What follows belongs to an exercise in optimizing a design on an open flow for small area; a production flow would make more cautious choices. Function was checked by simulation only, so behaviour that the tests miss may differ from the original. Power figures rest on the tool's default switching activity, not on a simulated workload.

==> flow/design.v <==
`timescale 1ns / 1ps
module maze_selector(
    input clk,
    input reset,
    input [7:0] sel,
    input send,
    input rom_player,
    input [4:0] player_row,
    input [4:0] display_row,
    output [19:0] row,
    output [9:0] player_start,
    output [9:0] player_end
    );
reg [3:0] idx;
reg [3:0] sel_idx;
always @* begin
	case(sel)
		8'b00000001: sel_idx = 4'd0;
		8'b00000010: sel_idx = 4'd1;
		8'b00000100: sel_idx = 4'd2;
		8'b00001000: sel_idx = 4'd3;
		8'b00010000: sel_idx = 4'd4;
		8'b00100000: sel_idx = 4'd5;
		8'b01000000: sel_idx = 4'd6;
		8'b10000000: sel_idx = 4'd7;
		default: sel_idx = 4'd8;
	endcase
end
wire load = reset || send;
wire [3:0] idx_next = load ? sel_idx : idx;
always @(posedge clk) begin
	if (load)
		idx <= sel_idx;
end
maze_rows rom (
		.idx(rom_player ? idx : idx_next),
		.y(rom_player ? player_row : display_row),
		.row(row)
	);
assign player_start = (sel_idx == 4'd0) ? 10'd32 : sel_idx[3] ? 10'd297 : 10'd1;
assign player_end = (idx == 4'd0) ? 10'd595 : idx[3] ? 10'd296 : 10'd626;
endmodule
module maze_rows(
    input [3:0] idx,
    input [4:0] y,
    output reg [19:0] row
    );
always @* begin
	case ({idx[2:0], y})
		8'd0: row = 20'b11111111111111111101;
		8'd1: row = 20'b10000001000010001101;
		8'd2: row = 20'b11110111000010100001;
		8'd3: row = 20'b10000100011000010111;
		8'd4: row = 20'b11110001000101000001;
		8'd5: row = 20'b10001101110001111111;
		8'd6: row = 20'b10100001010100000011;
		8'd7: row = 20'b11011101000111111001;
		8'd8: row = 20'b10000000010000011101;
		8'd9: row = 20'b11111101111111000001;
		8'd10: row = 20'b10000000000001011101;
		8'd11: row = 20'b10111111111100011101;
		8'd12: row = 20'b10000001000011000101;
		8'd13: row = 20'b11011101011111101011;
		8'd14: row = 20'b10010101001010101001;
		8'd15: row = 20'b11110001011010101101;
		8'd16: row = 20'b10000101000010000001;
		8'd17: row = 20'b11111101111110101011;
		8'd18: row = 20'b10000001000000101011;
		8'd19: row = 20'b10111111111111111111;
		8'd32: row = 20'b11111111111111111111;
		8'd33: row = 20'b10101111101011100000;
		8'd34: row = 20'b10001000001000101001;
		8'd35: row = 20'b11101011111011101011;
		8'd36: row = 20'b10101000100000001001;
		8'd37: row = 20'b10111110101110111011;
		8'd38: row = 20'b10000000001000000001;
		8'd39: row = 20'b11111111101110101111;
		8'd40: row = 20'b10001010001010100001;
		8'd41: row = 20'b10101011101011101101;
		8'd42: row = 20'b10100000001000001001;
		8'd43: row = 20'b10111110101110111111;
		8'd44: row = 20'b10001000100010001001;
		8'd45: row = 20'b10101111101011111011;
		8'd46: row = 20'b10100010101000001001;
		8'd47: row = 20'b10111010101011111101;
		8'd48: row = 20'b10001010001000001001;
		8'd49: row = 20'b11101110111111111101;
		8'd50: row = 20'b00001000000000000011;
		8'd51: row = 20'b11111111111111111111;
		8'd64: row = 20'b11111111111111111111;
		8'd65: row = 20'b10101011111010101000;
		8'd66: row = 20'b10101000100010101011;
		8'd67: row = 20'b10111010101110101011;
		8'd68: row = 20'b10001010100000100001;
		8'd69: row = 20'b10101011101111101111;
		8'd70: row = 20'b10100010001000001001;
		8'd71: row = 20'b11101110111110111011;
		8'd72: row = 20'b10100010100000000011;
		8'd73: row = 20'b10101110101111111111;
		8'd74: row = 20'b10000000100010000011;
		8'd75: row = 20'b11111010101111101011;
		8'd76: row = 20'b10100010000010001001;
		8'd77: row = 20'b10101110101110111011;
		8'd78: row = 20'b10000010101010001011;
		8'd79: row = 20'b11111011111010101111;
		8'd80: row = 20'b10001000000000100011;
		8'd81: row = 20'b11101110111111111011;
		8'd82: row = 20'b00000000000000100011;
		8'd83: row = 20'b11111111111111111111;
		8'd96: row = 20'b11111111111111111111;
		8'd97: row = 20'b10111110111000110000;
		8'd98: row = 20'b10100000000010000111;
		8'd99: row = 20'b10111011111011111011;
		8'd100: row = 20'b10100010000010000011;
		8'd101: row = 20'b11111010111110111011;
		8'd102: row = 20'b10001010001000100001;
		8'd103: row = 20'b10101110111011111011;
		8'd104: row = 20'b10101000100000001011;
		8'd105: row = 20'b11101010111010111011;
		8'd106: row = 20'b10101010100010100011;
		8'd107: row = 20'b10101011101110111011;
		8'd108: row = 20'b10100000100010101001;
		8'd109: row = 20'b10111011101011101111;
		8'd110: row = 20'b10100000101010000011;
		8'd111: row = 20'b10111010111011101011;
		8'd112: row = 20'b10001010101000001001;
		8'd113: row = 20'b10111110101011101101;
		8'd114: row = 20'b00000000100010001001;
		8'd115: row = 20'b11111111111111111111;
		8'd128: row = 20'b11111111111111111111;
		8'd129: row = 20'b11111011101111101000;
		8'd130: row = 20'b10001010001000100011;
		8'd131: row = 20'b11101010111010110111;
		8'd132: row = 20'b10100010000010100011;
		8'd133: row = 20'b10111010111010101011;
		8'd134: row = 20'b10000010001010001011;
		8'd135: row = 20'b10111110101111111111;
		8'd136: row = 20'b10001000100010001111;
		8'd137: row = 20'b10111011111011101111;
		8'd138: row = 20'b10100010001010100011;
		8'd139: row = 20'b10111010111010111011;
		8'd140: row = 20'b10000000001000101011;
		8'd141: row = 20'b11101111101111101011;
		8'd142: row = 20'b10001010100000001001;
		8'd143: row = 20'b10111010111011111011;
		8'd144: row = 20'b10001000100000001011;
		8'd145: row = 20'b11101011101111111011;
		8'd146: row = 20'b00000000100000000001;
		8'd147: row = 20'b11111111111111111111;
		8'd160: row = 20'b11111111111111111111;
		8'd161: row = 20'b11111111101111101100;
		8'd162: row = 20'b10000010001000001001;
		8'd163: row = 20'b11111010101111100011;
		8'd164: row = 20'b10001000101000001001;
		8'd165: row = 20'b11101110101010111111;
		8'd166: row = 20'b10100000101010001011;
		8'd167: row = 20'b10101011101111101011;
		8'd168: row = 20'b10001000100010001001;
		8'd169: row = 20'b11101011111010101101;
		8'd170: row = 20'b10001010001010100001;
		8'd171: row = 20'b10111010101110111111;
		8'd172: row = 20'b10001010100000101001;
		8'd173: row = 20'b10111111111010101011;
		8'd174: row = 20'b10000010001010101001;
		8'd175: row = 20'b11111110101010101011;
		8'd176: row = 20'b10001000101010000011;
		8'd177: row = 20'b10101111101011101111;
		8'd178: row = 20'b00100000000000100001;
		8'd179: row = 20'b11111111111111111111;
		8'd192: row = 20'b11111111111111111111;
		8'd193: row = 20'b11101110111011111000;
		8'd194: row = 20'b10001010000000000011;
		8'd195: row = 20'b10101011111011111111;
		8'd196: row = 20'b10101000001000000001;
		8'd197: row = 20'b10111011101110111111;
		8'd198: row = 20'b10000000100010000011;
		8'd199: row = 20'b11111110111010111011;
		8'd200: row = 20'b10000000101010001011;
		8'd201: row = 20'b10111111101010101111;
		8'd202: row = 20'b10100000000000100011;
		8'd203: row = 20'b11101111111010101111;
		8'd204: row = 20'b10100000100010101001;
		8'd205: row = 20'b10111110101111101011;
		8'd206: row = 20'b10001000101000001011;
		8'd207: row = 20'b11101111101111111011;
		8'd208: row = 20'b10000000001000100011;
		8'd209: row = 20'b10111111101010101011;
		8'd210: row = 20'b00001000000010001001;
		8'd211: row = 20'b11111111111111111111;
		8'd224: row = 20'b11111111111111111111;
		8'd225: row = 20'b10101010111011111100;
		8'd226: row = 20'b10101010100010000001;
		8'd227: row = 20'b10111011101111101101;
		8'd228: row = 20'b10001000000000001001;
		8'd229: row = 20'b11101110101110111011;
		8'd230: row = 20'b10000010100010100011;
		8'd231: row = 20'b10101011101010111011;
		8'd232: row = 20'b10101000101010100011;
		8'd233: row = 20'b10111010111010101011;
		8'd234: row = 20'b10001010001010101001;
		8'd235: row = 20'b10111111101011111011;
		8'd236: row = 20'b10101000001010000001;
		8'd237: row = 20'b10101011101110111111;
		8'd238: row = 20'b10101010101000101011;
		8'd239: row = 20'b10101010101011101011;
		8'd240: row = 20'b10101000101000101001;
		8'd241: row = 20'b10101110111111101011;
		8'd242: row = 20'b00000010000000001001;
		8'd243: row = 20'b11111111111111111111;
		default: row = 20'hfffff;
	endcase
	if (idx[3])
		row = (y == 5'd0 || y >= 5'd19) ? 20'hfffff : 20'h80001;
end
endmodule
module hvsync_generator(clk, en, reset, vga_h_sync, vga_v_sync, active, x, y, ux, uy, next_row);
input clk;
input en;
input reset;
output vga_h_sync, vga_v_sync;
output active;        
output [4:0] x;       
output [4:0] y;       
output [2:0] ux;      
output [2:0] uy;      
output [4:0] next_row;  
reg [2:0] ux;
reg [1:0] xt;
reg [5:0] xq;
reg [2:0] uy;
reg [1:0] yt;
reg [4:0] yq;
wire x_zero = (xq == 6'd60) && (xt == 2'd2) && (ux == 3'd0);    
wire x_end  = (xq == 6'd30) && (xt == 2'd0) && (ux == 3'd0);    
wire y_end  = (yq == 5'd21) && (yt == 2'd2) && (uy == 3'd1);    
always @(posedge clk)
begin
   if(reset || (en && x_end)) begin
      ux <= 3'd0;
      xt <= 2'd2;
      xq <= 6'd60;
   end
   else if(en) begin
      ux <= ux + 3'd1;
      if(ux == 3'd7) begin
         if(xt == 2'd2) begin
            xt <= 2'd0;
            xq <= xq + 6'd1;
         end
         else
            xt <= xt + 2'd1;
      end
   end
end
always @(posedge clk)
begin
   if(reset || (en && y_end)) begin
      uy <= 3'd0;
      yt <= 2'd0;
      yq <= 5'd0;
   end
   else if(en && x_end) begin
      uy <= uy + 3'd1;
      if(uy == 3'd7) begin
         if(yt == 2'd2) begin
            yt <= 2'd0;
            yq <= yq + 5'd1;
         end
         else
            yt <= yt + 2'd1;
      end
   end
end
wire hs = ((xq == 6'd24) && !(xt == 2'd0 && ux == 3'd0)) ||
          (xq == 6'd25) || (xq == 6'd26) || (xq == 6'd27) ||
          ((xq == 6'd28) && (xt == 2'd0) && (ux == 3'd0));
wire vs_band = (yq == 5'd20) && (yt == 2'd1);                     
wire vs = vs_band && (((uy == 3'd2) && !x_zero) || (uy == 3'd3) || ((uy == 3'd4) && x_zero));
assign vga_h_sync = ~hs;
assign vga_v_sync = ~vs;
assign x = xq[4:0];
assign y = yq;
assign active = (xq[5] == 1'b0) && (xq <= 6'd19) && !(xq == 6'd0 && xt == 2'd0 && ux == 3'd0) && (yq <= 5'd19);
wire line_last_of_row = (yt == 2'd2) && (uy == 3'd7);
assign next_row = (yq >= 5'd20) ? 5'd0 :
                  (xq[5] || xq <= 6'd19) ? yq :
                  (yq == 5'd19 && line_last_of_row) ? 5'd0 :
                  yq + {4'd0, line_last_of_row};
endmodule
`timescale 1ns / 1ps
module display(clk, pix_en, flash, rom_player, row, display_row, player_pos, reset, vga_h_sync, vga_v_sync, vga_r, vga_g, vga_b, player_end, win
    );
input clk;
input pix_en;
input flash;
input rom_player;
input [19:0] row;
output [4:0] display_row;
input [9:0] player_pos;
input reset;
output vga_h_sync;
output vga_v_sync;
input [9:0] player_end;
input win;
output reg [2:0] vga_r;
output reg [2:0] vga_g;
output reg [1:0] vga_b;
wire active;
wire [4:0] x;
wire [4:0] y;
wire [2:0] ux;
wire [2:0] uy;
hvsync_generator uut (
		.clk(clk),
		.en(pix_en),
		.reset(reset),
		.vga_h_sync(vga_h_sync),
		.vga_v_sync(vga_v_sync),
		.active(active),
		.x(x),
		.y(y),
		.ux(ux),
		.uy(uy),
		.next_row(display_row)
	);
reg [19:0] maze_row;
always @(posedge clk)
	if (!rom_player)
		maze_row <= row;
wire wall = maze_row[x];
wire [4:0] px = player_pos[9:5];
wire [4:0] py = player_pos[4:0];
wire [4:0] ex = player_end[9:5];
wire [4:0] ey = player_end[4:0];
wire [2:0] c = (px[4:2] == 3'd0) ? (px[0] ? 3'd1 : 3'd5) : (px[0] ? 3'd6 : 3'd2);
wire [2:0] player_x = ux - c;
wire [2:0] player_y = uy ^ {px[0], 2'b00};
wire blue = active && (x == px) && (y == py) &&
            (player_x != 3'd0) && (player_x != 3'd7) &&
            (player_y != 3'd0) && (player_y != 3'd7);
wire red = active && ((x == ex && y == ey) || (win && flash));
wire green = active && wall;
always @(posedge clk)
begin
	if (reset) begin
		vga_g <= 0;
		vga_r <= 0;
		vga_b <= 0;
	end
	else if (pix_en) begin
		vga_g[2:0] <= {green,green,green};
		vga_r[2:0] <= {red,red,red};
		vga_b[1:0] <= {blue,blue};
	end
end
endmodule
`timescale 1ns / 1ps
module player_logic(
	 input reset,
    output rom_player,
    output [4:0] rom_row,
    input [19:0] row,
    output reg [9:0] player_pos_out,
	 input [9:0] player_start,
	 input [9:0] player_end,
    input btnU,
    input btnD,
    input btnR,
    input btnL,
	 input btnC,
    input clk,
	 input debounce_bit,
	 output reg win,
	 output reg rst,
	 output reg move
    );
reg clk_debounce;
reg clk_debounce_d;
reg[2:0] step_U;
reg[2:0] step_L;
reg[2:0] step_D;
reg[2:0] step_R;
reg[2:0] step_C;
always @ (posedge clk) begin
	if (reset) begin
		clk_debounce <= 0;
		clk_debounce_d <= 0;
	end
	else begin
		clk_debounce <= debounce_bit;
		clk_debounce_d <= clk_debounce;
	end
end
always @ (posedge clk) begin
		  if (reset)
			 begin
				 step_U[2:0]  <= 0;
				 step_L[2:0]  <= 0;
				 step_D[2:0]  <= 0;
				 step_R[2:0]  <= 0;
				 step_C[2:0]  <= 0;
			 end
		   else if (clk_debounce)  
			 begin
				 step_U[2:0]  <= {btnU, step_U[2:1]};
				 step_L[2:0]  <= {btnL, step_L[2:1]};
				 step_D[2:0]  <= {btnD, step_D[2:1]};
				 step_R[2:0]  <= {btnR, step_R[2:1]};
				 step_C[2:0]  <= {btnC, step_C[2:1]};
			 end
		end
wire pC = clk_debounce_d & ~step_C[0] & step_C[1];
wire pU = clk_debounce_d & ~step_U[0] & step_U[1];
wire pL = clk_debounce_d & ~step_L[0] & step_L[1];
wire pD = clk_debounce_d & ~step_D[0] & step_D[1];
wire pR = clk_debounce_d & ~step_R[0] & step_R[1];
wire mU = ~pC & pU;
wire mL = ~pC & ~pU & pL;
wire mD = ~pC & ~pU & ~pL & pD;
wire mR = ~pC & ~pU & ~pL & ~pD & pR;
wire do_move = mU | mL | mD | mR;
wire [4:0] px = player_pos_out[9:5];
wire [4:0] py = player_pos_out[4:0];
wire [4:0] tx = mL ? px - 5'd1 : mR ? px + 5'd1 : px;
wire [4:0] ty = mU ? py - 5'd1 : mD ? py + 5'd1 : py;
wire qU = ~step_U[1] & step_U[2];
wire qL = ~qU & ~step_L[1] & step_L[2];
wire qD = ~qU & ~qL & ~step_D[1] & step_D[2];
wire qR = ~qU & ~qL & ~qD & ~step_R[1] & step_R[2];
wire [4:0] sx = player_start[9:5];
wire [4:0] sy = player_start[4:0];
wire [4:0] qx = qL ? sx - 5'd1 : qR ? sx + 5'd1 : sx;
wire [4:0] qy = qU ? sy - 5'd1 : qD ? sy + 5'd1 : sy;
assign rom_player = ~reset & (pC | (do_move & ~rst));
assign rom_row = pC ? qy : ty;
wire [4:0] col = pC ? qx : tx;
wire rom_wall = (col >= 5'd20) ? 1'b1 : row[col];
reg pre_wall;
always @ (posedge clk)
	if (pC)
		pre_wall <= rom_wall;
wire wall = rst ? pre_wall : rom_wall;
reg [9:0] next_pos;
always @* begin
	if (pC)
		next_pos = player_start;
	else if (do_move && !wall && player_pos_out != player_end)
		next_pos = {tx, ty};
	else
		next_pos = player_pos_out;
end
always @ (posedge clk) begin
	if (reset) begin
		player_pos_out <= player_start;
		rst <= 0;
		move <= 0;
		win <= 0;
	end
	else begin
		player_pos_out <= next_pos;
		rst <= pC;
		move <= do_move;
		win <= (next_pos == player_end);
	end
end
endmodule
`timescale 1ns / 1ps
module score(
	 input reset,
    input move,
    input win,
    input rst,
	 input clk,
    output reg [3:0] anode,
    output reg [7:0] cathode
    );
localparam DISP_COUNT = 2000;
localparam ONE_COUNT = 50000;
reg [15:0] score;
reg first_move;
reg clk_disp;
reg [10:0] clk_dispdv;
reg clk_one;
reg [15:0] clk_onedv;
always @ (posedge clk) begin
	if (reset) begin
		clk_dispdv <= 0;
		clk_disp <= 0;
		clk_onedv <= 0;
		clk_one <= 0;
	end
	else begin
		clk_dispdv <= clk_dispdv +1;
		if(clk_dispdv == DISP_COUNT) begin
			clk_disp <= ~clk_disp;
			clk_dispdv <= 0;
		end
		clk_onedv <= clk_onedv + 1;
		if(clk_onedv == ONE_COUNT) begin
			clk_one <= ~clk_one;
			clk_onedv <= 0;
		end
	end
end
wire disp_en = (clk_dispdv == DISP_COUNT) && !clk_disp;
reg move_on;
reg time_on;
reg [15:0] s;
reg fm;
always @* begin
	s = score;
	fm = first_move;
	if(rst) begin
		s = 16'b1001100110011001;
		fm=0;
	end
	if(move && !move_on && !win ) begin
				if(s[11:8] > 0)
					s[11:8] = s[11:8] - 1;
				else
				begin
					s[11:8] = 4'b1001;
					if(s[15:12] > 0)
						s[15:12] = s[15:12] - 1;
					else
						s[15:0] = 0;
				end
		fm = 1;
	end
	if (clk_one && !time_on && !win && fm)begin
		if(s[3:0] > 0)
		s [3:0] = s[3:0] - 1;
		else
		begin
			s[3:0] = 4'b1001;
			if(s[7:4] > 0)
				s[7:4] = s[7:4] - 1;
			else
			begin
				s[7:4] = 4'b1001;
				if(s[11:8] > 0)
					s[11:8] = s[11:8] - 1;
				else
				begin
					s[11:8] = 4'b1001;
					if(s[15:12] > 0)
						s[15:12] = s[15:12] - 1;
					else
						s[15:0] = 0;
				end
			end
		end
	end
end
always @ (posedge clk) begin
	if (reset) begin
		score <= 16'b1001100110011001;
		first_move <= 0;
		move_on <= 0;
		time_on <= 0;
	end
	else begin
		score <= s;
		first_move <= fm;
		move_on <= move;
		time_on <= clk_one;
	end
end
reg [1:0] counter;
reg [1:0] cnt_next;
reg [3:0] digit;
reg [3:0] usedDigits;
always @* begin
	cnt_next = counter + 1;
	case(cnt_next)
		2'b00: usedDigits = score[3:0];
		2'b01: usedDigits = score[7:4];
		2'b10: usedDigits = score[11:8];
		default: usedDigits = score[15:12];
	endcase
end
always @ (posedge clk) begin
	if (reset) begin
		counter <= 0;
		digit <= 4'b1111;
	end
	else if (disp_en) begin
		counter <= cnt_next;
		digit <= usedDigits;
	end
end
always @* begin
	if (digit == 4'b1111)
		anode = 4'b1111;
	else
		case(counter)
			2'b00: anode = 4'b1110;
			2'b01: anode = 4'b1101;
			2'b10: anode = 4'b1011;
			default: anode = 4'b0111;
		endcase
	case(digit)
		4'b0000: cathode = 8'b11000000;
		4'b0001: cathode = 8'b11111001;
		4'b0010: cathode = 8'b10100100;
		4'b0011: cathode = 8'b10110000;
		4'b0100: cathode = 8'b10011001;
		4'b0101: cathode = 8'b10010010;
		4'b0110: cathode = 8'b10000010;
		4'b0111: cathode = 8'b11111000;
		4'b1000: cathode = 8'b10000000;
		4'b1001: cathode = 8'b10010000;
		default: cathode = 8'b11111111;
	endcase
end
endmodule
`timescale 1ns / 1ps
module Maze(clk, rst, sw, BtnC, BtnU, BtnD, BtnL, BtnR, seg, an, vga_r, vga_g, vga_b, vga_h_sync, vga_v_sync
    );
input clk;
input rst;
input [7:0] sw;
input BtnC, BtnU, BtnD, BtnL, BtnR;
output wire [7:0] seg;
output wire [3:0] an;
output wire [2:0] vga_r;
output wire [2:0] vga_g;
output wire [1:0] vga_b;
output wire vga_h_sync;
output wire vga_v_sync;
	reg [17:0]	clk_div;
	always @ (posedge clk)
	begin : CLOCK_DIVIDER
		if (rst)
			clk_div <= 0;
		else
			clk_div <= clk_div + 1'b1;
	end
	wire pix_en = (clk_div[1:0] == 2'b01);
	wire flash = clk_div[17] ^ clk_div[16];
wire rom_player;
wire [4:0] player_row;
wire [4:0] display_row;
wire [19:0] maze_row;
wire win;
wire game_rst;
wire move;
wire [9:0] player_pos;
wire [9:0] player_start;
wire [9:0] player_end;
maze_selector select (
		.clk(clk),
		.reset(rst),
		.sel(sw),
		.send(game_rst),
		.rom_player(rom_player),
		.player_row(player_row),
		.display_row(display_row),
		.row(maze_row),
		.player_start(player_start),
		.player_end(player_end)
	);
display disp (
		.clk(clk),
		.pix_en(pix_en),
		.flash(flash),
		.rom_player(rom_player),
		.row(maze_row),
		.display_row(display_row),
		.player_pos(player_pos),
		.reset(rst),
		.vga_h_sync(vga_h_sync),
		.vga_v_sync(vga_v_sync),
		.vga_r(vga_r),
		.vga_g(vga_g),
		.vga_b(vga_b),
		.player_end(player_end),
		.win(win)
	);
player_logic plogic (
		.reset(rst),
		.rom_player(rom_player),
		.rom_row(player_row),
		.row(maze_row),
		.player_pos_out(player_pos),
		.player_start(player_start),
		.player_end(player_end),
		.btnU(BtnU),
		.btnD(BtnD),
		.btnR(BtnR),
		.btnL(BtnL),
		.btnC(BtnC),
		.clk(clk),
		.debounce_bit(clk_div[9]),
		.win(win),
		.rst(game_rst),
		.move(move)
	);
	score score (
		.reset(rst),
		.move(move),
		.win(win),
		.rst(game_rst),
		.clk(clk),
		.anode(an),
		.cathode(seg)
	);
endmodule
==> flow/run.sh <==
#!/bin/bash
# synth_recipe.tcl (not shown) runs the flow's synth.tcl, then flattens the netlist and writes it again
# the make line also repeats each setting of config.mk as NAME=value (left out here)
make -C /OpenROAD-flow-scripts/flow DESIGN_CONFIG=/design/flow/config.mk WORK_HOME=/design/flow/orfs CLKGATE_MAP_FILE= SYNTH_SCRIPT=/design/flow/synth_recipe.tcl finish
==> flow/config.mk <==
export PLATFORM = sky130hd
export DESIGN_NAME = Maze
export DESIGN_NICKNAME = Maze
export VERILOG_FILES = /design/flow/design.v
export SDC_FILE = /design/flow/constraint.sdc
export NUM_CORES = 4
export LEC_CHECK = 0
export ABC_AREA = 1
export CAP_MARGIN = 20
export CORE_MARGIN = 2
export CORE_UTILIZATION = 60
export SLEW_MARGIN = 20
export SYNTH_MEMORY_MAX_BITS = 16384
==> flow/constraint.sdc <==
create_clock -name core_clock -period 11.0 [get_ports {clk}]
set_input_delay 2.2000 -clock core_clock [delete_from_list [all_inputs] [get_ports {clk}]]
set_output_delay 2.2000 -clock core_clock [all_outputs]
set_load 0.01 [all_outputs]
==> notes.md <==
-- area by class of cell --
| cell class | count | area (sq um) |
|---|---|---|
| well taps | 275 | 344.1 |
| multi-input cells | 1576 | 7946 |
| inverters | 257 | 964.7 |
| clock inverters | 11 | 120.1 |
| repair buffers | 45 | 425.4 |
| fillers | 1892 | 7234 |
| clock buffers | 21 | 480.5 |
| flip-flops and latches | 158 | 3373 |
-- layout by cell type (no fill, tap or decap), types with 5 or more instances in the layout --
master,Yosys,layout
a21oi_1,109,109
a21oi_2,7,7
a221oi_1,5,5
a31oi_1,12,12
and3_1,5,5
buf_4,18,10
clkbuf_16,0,17
clkdlybuf4s50_1,0,35
clkinv_1,5,5
dfxtp_1,137,137
edfxtp_1,21,21
ha_1,48,48
inv_1,234,234
inv_2,18,18
inv_6,0,5
nand2_1,592,592
nand2_2,14,14
nand2_4,7,7
nand3_1,259,259
nand3_2,5,5
nand4_1,38,38
nor2_1,200,200
nor2_2,12,12
nor3_1,30,30
nor3b_1,8,8
nor4_1,10,9
o211ai_1,14,14
o21a_1,5,5
o21ai_0,104,103
o21ai_1,14,14
o22ai_1,8,8
or2_2,6,6
xor2_1,19,19
-- metal layers --
metal | vias to the layer above | global-route usage (%)
li1 | 6744 | -
met4 | 0 | 13.71
met3 | 170 | 10.00
met1 | 6330 | 48.42
met2 | 884 | 57.45
met5 | - | 1.136
-- registers in the layout, summed over array words and instances (netlist names), 2 cells and up --
name / count
score.counter: 2
score.clk_onedv: 16
score.digit: 4
score.clk_dispdv: 11
plogic.step_R: 3
disp.uut.ux: 3
disp.uut.yt: 2
plogic.player_pos_out: 10
seg: 7
plogic.step_L: 3
plogic.step_C: 3
plogic.step_U: 3
select.idx: 4
disp.uut.xq: 6
disp.maze_row: 20
disp.uut.yq: 5
disp.uut.xt: 2
plogic.step_D: 3
disp.uut.uy: 3
clk_div: 18
score.score: 16
-- through the flow --
step           total power, mW  cell area [sq um]  hold slack [ns]  util, %
4_1_cts                  1.309              13650           0.4362    65.34
2_1_floorplan           0.6811              12720           0.4107        -
6_report                 1.308              13650           0.4426    65.37
3_3_place_gp            0.7082              13050           0.4183    62.46
5_1_grt                  1.347              13650           0.4684    65.37
3_5_place_dp            0.7105              13050           0.4241    62.46
-- how the worst min path moves through the flow --
stage,startpoint,to,slack (ns),cells after the start
3_5_place_dp,plogic.move,score.move_on,0.42,2
4_1_cts,plogic.move,score.move_on,0.44,2
6_report,plogic.move,score.move_on,0.44,2
2_1_floorplan,plogic.move,score.move_on,0.41,2
3_3_place_gp,plogic.move,score.move_on,0.42,2
5_1_grt,plogic.move,score.move_on,0.47,2
-- worst max-delay path, delay by kind of cell --
| kind | cells | cell delay (ns) |
|---|---|---|
| AO/OA/AOI/OAI | 1 | 0.09 |
| buffers and inverters | 6 | 2.01 |
| AND/OR/NAND/NOR | 25 | 3.42 |
-- power groups by stage --
| stage | logic [mW] | registers [mW] | clock network [mW] |
|---|---|---|---|
| after floorplan | 0.0718 | 0.609 | 0 |
| after global placement | 0.0953 | 0.613 | 0 |
| after detailed placement | 0.0972 | 0.613 | 0 |
| after CTS | 0.0981 | 0.600 | 0.611 |
| after global routing | 0.111 | 0.601 | 0.635 |
| final | 0.100 | 0.600 | 0.608 |
-- cells by family after synthesis --
group           count (synthesis)  share of synthesized area, %
buf+inv                       336                         11.08
fa+ha+maj                      49                         4.880
simple gates                 1204                         42.30
mux                             2                        0.1672
other cells                     1                       0.02948
flops                         158                         26.52
xor+xnor                       23                         1.584
compound gates                297                         13.44
==> summary.md <==
| Metric | Value |
|---|---|
| Final hold vios | 0 |
| Clk latency of the worst-skew pair | 0.43 ns |
| Most frequent CP cell | nand2_1 |
| Max-slew violation total from the final report | 0 |
| Wl on met1 | 16840 um |
| Pwr Density | 95.81 nW/um^2 |
| Clock Sinks | 158 |
| P_leak | 6.221 nW |
| Row Count | 53 |
| Final nets | 2119 |
| Placed Cells | 2311 |
| Fmax | 135.1 MHz |
| Placement Setup Slack | 3.459 ns |
| CP Launch Point | rst |
| Core footprint | 20890 sq um |
| Gpl congestion | 1.064 |
| Slowest library cell on the worst path | inv_2 |
| Clock Path Buffers | 2 |
| Largest net degree at the start of global routing | 47 |
| Pre-Repair DR Iteration Count | 8 |
| Via total after detailed routing | 14130 |
| Ports | 37 |
| Yosys warnings | 7 |
| Number of post-CTS setup repair buffers | 0 |
| Part of the power in registers | 45.9% |
| Worst endpoint required time | 11.37 ns |
| Number of synthesized flops with an enable pin | 21 |
| Yosys reg bits | 158 |
| Overflow after GRT | 0 |
| Startpoint types | primary input |
| Finished Layout Cells | 2343 |
| Status | finished clean |
| Critical Path End Type | flip-flop |
| NetSw | 0.3393 mW |
| Met3 routed WL | 4574 um |
| CTS tree | done |
| DR vias/cell | 6.030 |
| Net Sw Frac | 25.94% |
| Final setup TNS | 0 ns |
| Worst R2R Start | disp.uut.uy[0] |
| Initial antenna violation count | 0 |
| # Max-Cap Violations | 0 |
| Synthesized cell area | 12720 sq um |
| RSZ-0062 raised after global routing | false |
| Die Height | 149.6 um |
| # port buffers | 35 |
| Cts bufs inserted | 17 |
| Internal reg-to-reg setup slack | 5.10 ns |
| Reg clk slew, reported paths | 0.07 ns |
| Leading area contributor after synthesis | dfxtp_1 |
| Post-synth ARST share | 0% |
| Clk pwr share | 46.5% |
| Slew @ Worst Pin | 0.7871 ns |
| Seq/Total Area, Yosys | 26.52% |
| Share of the synthesized area in the top cell type | 21.56% |
| Total Routing Usage GR | 36.76% |
| Average size of a mapped cell | 6.144 sq um |
| Crit-path max cell delay | 0.53 ns |
| DR iter-0 viols | 1717 |
| Post-route ant nets | 0 |
| Top-count cell post-synth | nand2_1 |
| Met2 routed WL | 18300 um |
| Clk root buf | clkbuf_16 |
| Highest metal used | met4 |
| DRC viols | 0 |
| Reg2Reg Capture Point | plogic.win |
| Ant diodes | 0 |
| CTS resizes | 0 |
| Main synth FF type | dfxtp_1 |
| Die Area | 22380 sq um |
| Initial Util | 60.89% |
| Setup WS post-layout | 3.600 ns |
| Synth unique cells | 57 |
| Layout cells sized above 1 | 6.431% |
| Post-Syn Instances | 2070 |
| Synth-to-Final Area Change | 7.358% |
| Syn_nets | 2134 |
| Setup violations, final | 0 |
| Setup crit end | plogic.win |
| First-pass GRT wire length | 65690 um |
| Slew HR | 47.53% |
| Vias in the first global route | 12700 |
| Synth top cells by count | nand2_1, nand3_1, inv_1 |
| H-tree levels | 4 |
| Crit Path Max Fanout | 39 |
| Combinational share of power | 7.6% |
| Critical path class | in -> reg |
| Ranking of synthesized cells by area | dfxtp_1, nand2_1, nand3_1 |
| Total internal power | 0.9689 mW |
| Maximum VDD drop | 0.0001080 V |
| Worst Path Arrival | 7.77 ns |
| Hpwl dp | 30200 um |
| Die W | 149.6 um |
| FF-to-FF path depth | 33 |
| Tcrit/Tclk final | 67.27% |
| Routed len/inst | 17.65 um |
| Routed WL | 41360 um |
| Hold_buf cts | 0 |
| HP Class | reg -> reg |
| Clk_skew | 0.01648 ns |
| Tmin final | 7.400 ns |

## static timing again, ports no longer ideal
Ports are ideal in the flow. The routed layout listed here was re-timed in OpenROAD. Step 1 assumes that a clkbuf_16 drives the clock port and a buf_2 every other input. Step 2 times the ports against the registers' clock, not the clock port: input delays grow and output delays shrink by t, the midpoint of the rising clock arrivals with the driver on. Slacks: ideal ports / drivers / drivers and shift; pairs: ideal ports / drivers.
t, ns: 0.479
setup slack, ns: 3.600 / 3.631 / 3.152
slew at the worst register clock pin (ns): 0.08 / 0.08
worst slew at a driven data input, ns: 0.04
After both steps this run still meets setup and hold. The setup slack of this run moves by +0.031 ns with the drivers and by -0.448 ns with both steps.
